This design comes from an exercise in tuning for small area, a short achievable clock period and few clock cycles per item on the open sky130 flow, not from production work.
The RTL was checked by simulation tests, not by an equivalence proof against the original design.

==> quartz <==
// systolic_matmul
module systolic_matmul #(
  parameter DATA_WIDTH = 16
) (
  input clk,
  input rst,
  input start,
  input [DATA_WIDTH-1:0] mat_a_00, mat_a_01, mat_a_02, mat_a_03, mat_a_10, mat_a_11, mat_a_12, mat_a_13, mat_a_20, mat_a_21, mat_a_22, mat_a_23, mat_a_30, mat_a_31, mat_a_32, mat_a_33,
  input [DATA_WIDTH-1:0] mat_b_00, mat_b_01, mat_b_02, mat_b_03, mat_b_10, mat_b_11, mat_b_12, mat_b_13, mat_b_20, mat_b_21, mat_b_22, mat_b_23, mat_b_30, mat_b_31, mat_b_32, mat_b_33,
  output [2*DATA_WIDTH-1:0] c_00, c_01, c_02, c_03, c_10, c_11, c_12, c_13, c_20, c_21, c_22, c_23, c_30, c_31, c_32, c_33,
  output reg busy,
  output reg done
);
clock: 8.0 ns
lec_check: 0
cap_margin: 20
core_margin: 2
core_utilization: 40
place_density: 0.6
setup_slack_margin: 0.1
slew_margin: 20
synth_hierarchical: 1
run.sh (not shown) runs the stock make flow with config.mk's settings and CLKGATE_MAP_FILE= SYNTH_SCRIPT=/design/flow/synth_recipe.tcl, a recipe that flattens the netlist after the stock synthesis.
==> delta (differences from quartz) <==
--- a/flow/design.v
+++ b/flow/design.v
@@ -34,27 +34,27 @@
           busy <= 1'b0; done <= 1'b1; k <= 0;
         end else
           k <= k + 1'b1;
       end
     end
   wire en = go || busy;
-  wire [15:0] na_0_0 = ~((k ? a[0][2] : a[0][0]));
+  wire [15:0] na_0_0 = ~((k ? a[0][2] : a[0][0]) & {16{en}});
   wire [15:0] nb_0_0 = ~(k ? b[2][0] : b[0][0]);
-  wire [15:0] na_0_1 = ~((k ? a[0][3] : a[0][1]));
+  wire [15:0] na_0_1 = ~((k ? a[0][3] : a[0][1]) & {16{en}});
   wire [15:0] nb_1_0 = ~(k ? b[3][0] : b[1][0]);
-  wire [15:0] na_1_0 = ~((k ? a[1][2] : a[1][0]));
+  wire [15:0] na_1_0 = ~((k ? a[1][2] : a[1][0]) & {16{en}});
   wire [15:0] nb_0_1 = ~(k ? b[2][1] : b[0][1]);
-  wire [15:0] na_1_1 = ~((k ? a[1][3] : a[1][1]));
+  wire [15:0] na_1_1 = ~((k ? a[1][3] : a[1][1]) & {16{en}});
   wire [15:0] nb_1_1 = ~(k ? b[3][1] : b[1][1]);
-  wire [15:0] na_2_0 = ~((k ? a[2][2] : a[2][0]));
+  wire [15:0] na_2_0 = ~((k ? a[2][2] : a[2][0]) & {16{en}});
   wire [15:0] nb_0_2 = ~(k ? b[2][2] : b[0][2]);
-  wire [15:0] na_2_1 = ~((k ? a[2][3] : a[2][1]));
+  wire [15:0] na_2_1 = ~((k ? a[2][3] : a[2][1]) & {16{en}});
   wire [15:0] nb_1_2 = ~(k ? b[3][2] : b[1][2]);
-  wire [15:0] na_3_0 = ~((k ? a[3][2] : a[3][0]));
+  wire [15:0] na_3_0 = ~((k ? a[3][2] : a[3][0]) & {16{en}});
   wire [15:0] nb_0_3 = ~(k ? b[2][3] : b[0][3]);
-  wire [15:0] na_3_1 = ~((k ? a[3][3] : a[3][1]));
+  wire [15:0] na_3_1 = ~((k ? a[3][3] : a[3][1]) & {16{en}});
   wire [15:0] nb_1_3 = ~(k ? b[3][3] : b[1][3]);
   reg [31:0] cs [0:3][0:3];
   reg [31:0] cc [0:3][0:3];
   wire [31:0] ns [0:3][0:3];
   wire [31:0] nc [0:3][0:3];
   mac m00 (na_0_0, nb_0_0, na_0_1, nb_1_0, cs[0][0], cc[0][0], ns[0][0], nc[0][0]);
@@ -104,13 +104,13 @@
       cs[2][2] <= 32'd0; cc[2][2] <= 32'd0;
       cs[2][3] <= 32'd0; cc[2][3] <= 32'd0;
       cs[3][0] <= 32'd0; cc[3][0] <= 32'd0;
       cs[3][1] <= 32'd0; cc[3][1] <= 32'd0;
       cs[3][2] <= 32'd0; cc[3][2] <= 32'd0;
       cs[3][3] <= 32'd0; cc[3][3] <= 32'd0;
-    end else if (en) begin
+    end else begin
       cs[0][0] <= ns[0][0]; cc[0][0] <= nc[0][0];
       cs[0][1] <= ns[0][1]; cc[0][1] <= nc[0][1];
       cs[0][2] <= ns[0][2]; cc[0][2] <= nc[0][2];
       cs[0][3] <= ns[0][3]; cc[0][3] <= nc[0][3];
       cs[1][0] <= ns[1][0]; cc[1][0] <= nc[1][0];
       cs[1][1] <= ns[1][1]; cc[1][1] <= nc[1][1];
--- a/flow/config.mk
+++ b/flow/config.mk
@@ -6,9 +6,9 @@
 export NUM_CORES = 4
 export LEC_CHECK = 0
 export CAP_MARGIN = 20
 export CORE_MARGIN = 2
 export CORE_UTILIZATION = 40
 export PLACE_DENSITY = 0.6
-export SETUP_SLACK_MARGIN = 0.1
+export SETUP_SLACK_MARGIN = 1.3
 export SLEW_MARGIN = 20
 export SYNTH_HIERARCHICAL = 1
==> qor summary <==
item	quartz	delta
Part of the Yosys area used for sequential elements	0.08970	0.09330
Count of buffering cells on the critical path with inverters included	1	3
Synthesis-to-layout area growth	7.038%	7.089%
Detailed placement HPWL	828400 um	776600 um
Worst setup timing slack at the placement stage	0.6044 ns	0.1621 ns
Synth Area in Compound Gates	0.03146	0.03271
Fraction of standard cell area that is sequential	0.08381	0.08714
Result of the run	timing/DRC/antenna clean	timing/DRC/antenna clean
Xor-xnor portion of the synthesized cell area	0.01516	0.01577
Number of DRC markers in iteration 0	20560	19350
Transition at the pin with the smallest max-transition slack	1.363 ns	1.202 ns
Mapped Cells	24140	23140
Adder-cell share of the synthesized area	0.6051	0.6294
Testbench counts of quartz, summed over its fixed seeds: cycles 768, items 384.
Testbench counts of delta, summed over its fixed seeds: cycles 768, items 384.

[port drivers added, routing unchanged]
No port has a modelled driver above. Below, the same layouts with a new extraction and two added sets of constraints. Step 1 (the two cells are an assumption about what drives the block):
set clk [get_ports {clk}]
set_driving_cell -lib_cell sky130_fd_sc_hd__clkbuf_16 $clk
set_driving_cell -lib_cell sky130_fd_sc_hd__buf_2 [delete_from_list [all_inputs] $clk]
Step 2 also shifts input and output timing later by t, the mid clock arrival at the registers, as if the neighbouring blocks saw the same clock. a / b / c = no drivers / after step 1 / after step 2; a / b = the first two.
| run | shift t [ns] | setup WS [ns] | worst register clock-pin slew, ns | worst data-port slew with drivers (ns) |
|---|---|---|---|---|
| quartz | 1.124 | 1.020 / 0.879 / 0.549 | 0.08 / 0.08 | 0.21 |
| delta | 1.102 | 1.388 / 1.272 / 0.396 | 0.08 / 0.08 | 0.09 |
After both steps every run listed still meets setup and hold. For delta, which loses most, drivers alone change the setup slack by -0.116 ns; drivers and shift together by -0.992 ns.
